From an optimization exercise on the open Yosys and OpenROAD flow, aimed at small area, a short achievable clock period and few clock cycles per item; shortcuts taken in it are not production practice. The RTL was checked by simulation tests, not by an equivalence proof against the original design. Power and IR drop assume default switching activity.

<file path="flow/run.sh">
#!/bin/bash
# synth_recipe.tcl (not shown) runs the flow's synth.tcl, then flattens the netlist and writes it again
# the make line also repeats each setting of config.mk as NAME=value (left out here)
make -C /OpenROAD-flow-scripts/flow DESIGN_CONFIG=/design/flow/config.mk WORK_HOME=/design/flow/orfs CLKGATE_MAP_FILE= SYNTH_SCRIPT=/design/flow/synth_recipe.tcl finish
</file>
<file path="flow/config.mk">
export PLATFORM = sky130hd
export DESIGN_NAME = TopMod2
export DESIGN_NICKNAME = TopMod2
export VERILOG_FILES = /design/flow/design.v
export SDC_FILE = /design/flow/constraint.sdc
export NUM_CORES = 4
export LEC_CHECK = 0
export CAP_MARGIN = 20
export CORE_MARGIN = 2
export CORE_UTILIZATION = 40
export SLEW_MARGIN = 20
export SYNTH_MEMORY_MAX_BITS = 65536
</file>
<file path="flow/constraint.sdc">
create_clock -name core_clock -period 10.0 [get_ports {clk}]
set_input_delay 2.0000 -clock core_clock [delete_from_list [all_inputs] [get_ports {clk}]]
set_output_delay 2.0000 -clock core_clock [all_outputs]
set_load 0.01 [all_outputs]
</file>
<file path="flow/design.v">
module deinterleaver (
    input            clk,
    input            reset,
    input      [3:0] in_bits,
    input            data_ready,
    output reg       in_ready,
    output reg       rd_act,      
    output reg [2:0] rd_cyc,      
    output reg [1:0] rd_grp,      
    output     [3:0] rd_sym       
);
    reg [3:0] din_q;
    reg       xfer_q;
    reg [4:0] acc;                
    reg [4:0] wptr;               
    reg [1:0] full;
    reg [3:0] buf0 [0:7];
    reg [3:0] buf1 [0:7];
    wire rb = rd_grp[0];
    wire wlast = xfer_q && (wptr[2:0] == 3'd7);
    wire [1:0] full_nx = full | {wlast && wptr[3], wlast && !wptr[3]};
    wire rd_done = rd_act && (rd_cyc == 3'd7);
    function ok_idx;
        input [4:0] x;
        begin
            ok_idx = (x[2:0] != 3'd0) || !full[x[3]] ||
                     (rd_act && (rb == x[3]) && (rd_cyc >= 3'd5));
        end
    endfunction
    wire [3:0] n7 = rb ? buf1[7] : buf0[7];
    wire [3:0] n6 = rb ? buf1[6] : buf0[6];
    wire [3:0] n5 = rb ? buf1[5] : buf0[5];
    wire [3:0] n4 = rb ? buf1[4] : buf0[4];
    wire [3:0] n3 = rb ? buf1[3] : buf0[3];
    wire [3:0] n2 = rb ? buf1[2] : buf0[2];
    wire [3:0] n1 = rb ? buf1[1] : buf0[1];
    wire [3:0] n0 = rb ? buf1[0] : buf0[0];
    wire [1:0] k = rd_cyc[2:1];
    assign rd_sym = rd_cyc[0] ? {n3[k], n2[k], n1[k], n0[k]}
                              : {n7[k], n6[k], n5[k], n4[k]};
    always @(posedge clk) begin
        din_q <= in_bits;
        if (xfer_q) begin
            if (wptr[3]) buf1[wptr[2:0]] <= din_q;
            else         buf0[wptr[2:0]] <= din_q;
        end
        if (reset) begin
            xfer_q   <= 1'b0;
            in_ready <= 1'b1;
            acc      <= 5'd0;
            wptr     <= 5'd0;
            full     <= 2'b00;
            rd_act   <= 1'b0;
            rd_cyc   <= 3'd0;
            rd_grp   <= 2'd0;
        end else begin
            xfer_q   <= data_ready && in_ready;
            acc      <= acc + (data_ready && in_ready);
            in_ready <= ok_idx(acc) && (!in_ready || ok_idx(acc + 5'd1));
            if (xfer_q) wptr <= wptr + 5'd1;
            full <= full_nx & ~{rd_done && rb, rd_done && !rb};
            if (rd_act) begin
                rd_cyc <= rd_cyc + 3'd1;
                if (rd_done) begin
                    rd_grp <= rd_grp + 2'd1;
                    rd_act <= full_nx[!rb];
                end
            end else begin
                rd_act <= full_nx[rb];
            end
        end
    end
endmodule
module serial_to_pair (
    input  [7:0] m_in,       
    input        first,      
    input  [3:0] r,          
    output [7:0] m_out,      
    output [7:0] pp,         
    output [1:0] pp_end      
);
    function [1:0] bm;
        input [1:0] s; input u; input r1; input r2;
        begin
            bm = (r1 ^ (u ^ s[0] ^ s[1])) + (r2 ^ (u ^ s[1]));
        end
    endfunction
    reg [3:0] M [0:3];
    reg [3:0] N1 [0:3];
    reg [3:0] N2 [0:3];
    reg [3:0] A, B, mn;
    reg D1 [0:3];
    reg D2 [0:3];
    reg [1:0] P [0:3];
    reg [1:0] mi, e0, e1, en;
    integer ns;
    always @(*) begin
        M[0] = first ? 4'd0 : {2'b00, m_in[1:0]};
        M[1] = first ? 4'd7 : {2'b00, m_in[3:2]};
        M[2] = first ? 4'd7 : {2'b00, m_in[5:4]};
        M[3] = first ? 4'd7 : {2'b00, m_in[7:6]};
        for (ns = 0; ns < 4; ns = ns + 1) begin
            A = M[ns >> 1]     + bm(ns >> 1, ns & 1, r[3], r[2]);
            B = M[2 + (ns >> 1)] + bm(2 + (ns >> 1), ns & 1, r[3], r[2]);
            if (A < B) begin N1[ns] = A; D1[ns] = 1'b0; end
            else       begin N1[ns] = B; D1[ns] = 1'b1; end
        end
        for (ns = 0; ns < 4; ns = ns + 1) begin
            A = N1[ns >> 1]     + bm(ns >> 1, ns & 1, r[1], r[0]);
            B = N1[2 + (ns >> 1)] + bm(2 + (ns >> 1), ns & 1, r[1], r[0]);
            if (A < B) begin N2[ns] = A; D2[ns] = 1'b0; end
            else       begin N2[ns] = B; D2[ns] = 1'b1; end
        end
        for (ns = 0; ns < 4; ns = ns + 1) begin
            mi = {D2[ns], ns[1]};
            P[ns] = {D1[mi], D2[ns]};
        end
        mn = N2[0];
        if (N2[1] < mn) mn = N2[1];
        if (N2[2] < mn) mn = N2[2];
        if (N2[3] < mn) mn = N2[3];
        e0 = (N2[0] < N2[1]) ? 2'd0 : 2'd1;
        e1 = (N2[2] < N2[3]) ? 2'd2 : 2'd3;
        en = (N2[e0] < N2[e1]) ? e0 : e1;
    end
    wire [3:0] n0 = N2[0] - mn, n1 = N2[1] - mn, n2 = N2[2] - mn, n3 = N2[3] - mn;
    assign m_out = {n3[1:0], n2[1:0], n1[1:0], n0[1:0]};
    assign pp = {P[3], P[2], P[1], P[0]};
    assign pp_end = P[en];
endmodule
module vitebri (
    input             clk,
    input             reset,
    input             rd_act,
    input      [2:0]  rd_cyc,
    input      [1:0]  rd_grp,
    input      [3:0]  rd_sym,
    output     [61:0] data_out,
    output reg        valid_output
);
    reg [3:0] sym;
    reg       act_a, first_a, last_a;
    reg [7:0] M;
    reg [1:0] sel0, sel1, sel2, sel3;
    reg       act_p, last_p;
    reg [61:0] P0, P1, P2, P3;
    wire [7:0] m_nx, pp;
    wire [1:0] pp_end;
    serial_to_pair acs (
        .m_in(M), .first(first_a), .r(sym),
        .m_out(m_nx), .pp(pp), .pp_end(pp_end)
    );
    function [61:0] pick;
        input [1:0] s;
        input [61:0] a0, a1, a2, a3;
        begin
            case (s)
                2'd0: pick = {a0[59:0], s};
                2'd1: pick = {a1[59:0], s};
                2'd2: pick = {a2[59:0], s};
                default: pick = {a3[59:0], s};
            endcase
        end
    endfunction
    always @(posedge clk) begin
        sym <= rd_sym;
        first_a <= (rd_cyc == 3'd0) && (rd_grp == 2'd0);
        last_a  <= (rd_cyc == 3'd7) && (rd_grp == 2'd3);
        if (act_a) begin
            M <= m_nx;
            sel0 <= last_a ? pp_end : pp[1:0];
            sel1 <= pp[3:2];
            sel2 <= pp[5:4];
            sel3 <= pp[7:6];
        end
        last_p <= last_a;
        if (act_p) begin
            P0 <= pick(sel0, P0, P1, P2, P3);
            P1 <= pick(sel1, P0, P1, P2, P3);
            P2 <= pick(sel2, P0, P1, P2, P3);
            P3 <= pick(sel3, P0, P1, P2, P3);
        end
        if (reset) begin
            act_a <= 1'b0;
            act_p <= 1'b0;
            valid_output <= 1'b0;
        end else begin
            act_a <= rd_act;
            act_p <= act_a;
            valid_output <= act_p && last_p;
        end
    end
    genvar t;
    generate
        for (t = 0; t < 62; t = t + 1) begin : g_out
            assign data_out[t] = P0[61 - t];
        end
    endgenerate
endmodule
module TopMod2 (
    input clk,
    input reset,
    input [3:0] file_in_bits,
    input data_ready,
    output wire in_ready,
    output wire [61:0] decoded_data,
    output wire decoded_valid
);
    wire       rd_act;
    wire [2:0] rd_cyc;
    wire [1:0] rd_grp;
    wire [3:0] rd_sym;
    deinterleaver deinterleaver_inst (
        .clk(clk),
        .reset(reset),
        .in_bits(file_in_bits),
        .data_ready(data_ready),
        .in_ready(in_ready),
        .rd_act(rd_act),
        .rd_cyc(rd_cyc),
        .rd_grp(rd_grp),
        .rd_sym(rd_sym)
    );
    vitebri vitebri_inst (
        .clk(clk),
        .reset(reset),
        .rd_act(rd_act),
        .rd_cyc(rd_cyc),
        .rd_grp(rd_grp),
        .rd_sym(rd_sym),
        .data_out(decoded_data),
        .valid_output(decoded_valid)
    );
endmodule
</file>
==> impl_metrics.ini <==
[sta]
drv_slew = 0
finalCriticalPeriod_ps = 9280
setup_viol = 0
setup_tns_ps = 0
finalHoldViolations = 0
skew_ps = 19.5
hold_ws_ps = 407
tightest_slew_ps = 1060
fin_crit_sh_pct = 92.8
fmax_ghz = 0.108
relSlewSlack_pct = 29.3

[finish]
utilization_pct = 45.8
fillers = 4311
drive_above_1_share_pct = 29.3
multi_input_area_sq_mm = 0.00927
layout.area.seq_sq_mm = 0.0103
final_common_cell = edfxtp_1
layout_common_cells = 322 x edfxtp_1, 254 x mux4_2, 94 x ha_1
nNetsFinal = 1345
diodes = 0
area_growth_pct = 13.8

[global_routing]
antenna_found_initial = 0
grt-ovfl-total = 0
grt_pass1_wl_um = 67400
grt_pass1_vias = 11700
grt_max_degree = 80
grt.total_usage_pct = 16.4

[placement]
gp_congestion = 0.821
post-dp-hpwl_um = 26000
io_buffers = 70

[worst_setup_path]
crit_top_cell = ha_1
endpoint_kind = flop
worst_ep_arrival_time_ps = 9590
slowest_stage = dfxtp_1
start_kind = flop
cp.required_ps = 10310
cpPeakStageDelay_ps = 710
crit_fanout = 18
criticalPathCategory = flop to flop

[power_and_ir_drop]
p_switching_uw = 631
vdd_drop_max_mv = 0.152
p_seq_share_pct = 51.6
leakagePower_uw = 0.00762
netSwitchingFraction_pct = 20.3
power.internal_uw = 2480
clkPwrFrac_pct = 48.0
cellPowerDensity_mw_per_mm2 = 136
combPwrFrac_pct = 0.4

[die]
fp.dieH_um = 228
die_area_sq_mm = 0.0520
rows = 82
ioPinCount = 71
core_region_area_sq_mm = 0.0499
die_x_um = 228
start_util_pct = 40.3

[synth]
syn_area_per_cell_sq_um = 17.2
syn_inst = 1170
synth_seq_cells = 354
synth_fp_nets = 1281
seq_area_frac_synth_pct = 51.3
yosys_most_used_dff = edfxtp_1
synthesis.area_sq_mm = 0.0201
synth_edf_count = 322
ys_types = 65
yosys_warnings = 9
async_flop_share_pct = 0

[clock_network]
clkLatencyLatePin_ps = 570
clkTransAtPathRegs_ps = 50
clock_path_buffers = 3
clockRootBuffer = clkbuf_16
cts.sinks = 354
tritoncts = built
cts_buffers = 43
htreeDepth = 2
cts_hold_buf = 0

[route]
wl_met2_um = 21000
routed.top_layer = met4
wl_met3_um = 1780
firstDrtPassIters = 5
totalWireLength_um = 41800
vias = 11100
route.detailed.drc = 0
vias_per_cell = 5.73
drtIter0Drc = 771
ant_nets = 0
wire_per_inst_um = 21.6
met1_length_um = 18300

[hold_path]
min_path_type = flop to flop

[run_status]
outcome = no timing/DRC/antenna violations

[job]
max_cap_violations = 0
-- flip-flops by register name (all words and copies together) (netlist names), 8 cells and up --
register                 cells
deinterleaver_inst.buf0     32
deinterleaver_inst.buf1     32
vitebri_inst.P2             60
vitebri_inst.M               8
vitebri_inst.P1             60
vitebri_inst.P0             62
vitebri_inst.P3             60
-- power groups by stage --
stage,Sequential (uW),Clock [uW],Combinational [uW]
2_1_floorplan,1630,0,8.42
6_report,1610,1490,11.4
3_5_place_dp,1640,0,11.6
3_3_place_gp,1640,0,11.3
5_1_grt,1610,1590,13.0
4_1_cts,1600,1530,11.6
-- repair_timing --
item / CTS / global route
buffers inserted: 0 / 1
endpoints found under the setup margin: 0 / 8
resized for setup: 0 / 4
hold endpoints to repair: 0 / 0
-- area by class of cell --
cell class	instances	area share, %
well taps	672	3.68
clock buffers	54	4.89
repair buffers	85	3.57
clock inverters	22	0.969
inverters	72	1.18
flip-flops and latches	354	45.1
multi-input cells	678	40.6
-- metrics by stage --
step / instances / worst slack [ps] / power [uW] / instance area, sq um
after global routing: 1937 / -1.07 / 3210 / 22900
final: 1937 / 717 / 3110 / 22900
after detailed placement: 1860 / 527 / 1650 / 21500
after CTS: 1936 / 497 / 3150 / 22800
after global placement: 1860 / 941 / 1650 / 21500
after floorplan: 1170 / 1490 / 1640 / 20100
-- cells in the mapped netlist, types with 4 or more instances --
| cell | number | area share [%] |
|---|---|---|
| inv_1 | 71 | 1.3 |
| mux2i_1 | 21 | 1.0 |
| buf_1 | 26 | 0.49 |
| or2_2 | 4 | 0.12 |
| dfxtp_1 | 32 | 3.2 |
| o21ai_0 | 21 | 0.52 |
| o21bai_1 | 4 | 0.15 |
| xor2_1 | 14 | 0.61 |
| nand3_1 | 6 | 0.15 |
| a21oi_1 | 36 | 0.90 |
| nand2b_1 | 11 | 0.34 |
| mux2_2 | 13 | 0.73 |
| a21o_1 | 5 | 0.19 |
| clkbuf_1 | 37 | 0.69 |
| edfxtp_1 | 322 | 48 |
| nor2b_1 | 14 | 0.44 |
| nor3_1 | 11 | 0.27 |
| ha_1 | 94 | 5.9 |
| fa_1 | 10 | 1.0 |
| o21ai_1 | 5 | 0.12 |
| nand2_1 | 21 | 0.39 |
| mux4_2 | 254 | 28 |
| o22ai_1 | 5 | 0.16 |
| nor2_1 | 57 | 1.1 |
| xnor2_1 | 18 | 0.78 |
-- final timing paths --
path / start / cells after the start / slack [ps] / to
max reg2reg: vitebri_inst.first_a / 41 / 720 / vitebri_inst.M[3]
min: vitebri_inst.last_a / 0 / 410 / vitebri_inst.last_p
min reg2reg: vitebri_inst.last_a / 0 / 410 / vitebri_inst.last_p
max: vitebri_inst.first_a / 41 / 720 / vitebri_inst.M[3]
-- critical path: cells and delay by family (launching register included) --
kind / cells / cell delay (ps)
AOI/OAI and AO/OA: 10 / 1990
DFF: 1 / 710
xor gates and xnor gates: 2 / 240
muxes: 3 / 1010
adders and majority gates: 9 / 2600
buffers and inverters: 6 / 880
and+or+nand+nor: 11 / 1580
-- layer usage --
metal	GRT usage, %	up-vias
met1	22.3	5891
met3	2.96	53
met2	27.3	214
met5	0	-
li1	-	4932
met4	4.15	0
-- cell families (layout without fill, tap and decap cells) --
family | after synthesis | count (layout) | share of synthesized area [%]
DFF | 354 | 354 | 51.3
xor gates and xnor gates | 32 | 32 | 1.40
adders and majority gates | 104 | 104 | 6.85
and+or+nand+nor | 140 | 140 | 3.44
AOI/OAI and AO/OA | 110 | 110 | 3.86
muxes | 292 | 292 | 30.5
buffers and inverters | 138 | 233 | 2.60
Testbench counts, summed over its fixed seeds: cycles 5,216, frames 160.

==> re-timing with driven ports <==
No port has a modelled driver above. Below, the same layout with a new extraction and two added sets of constraints.
Step 1, drivers: a clkbuf_16 drives clk and a buf_2 each remaining input, both assumed.
Step 2, shift: input delay + t, output delay - t, t = (earliest + latest rising clock arrival at the registers) / 2. This alone moves slack from input paths to output paths.
a / b / c = no drivers / after step 1 / after step 2; a / b = the first two.
t (ns): 0.620
setup slack, ns: 0.717 / 0.717 / 0.717
worst setup path at the end: register to register
After both steps this run still meets setup and hold. For this run, drivers alone change the setup slack by 0.000 ns; drivers and shift together by 0.000 ns.
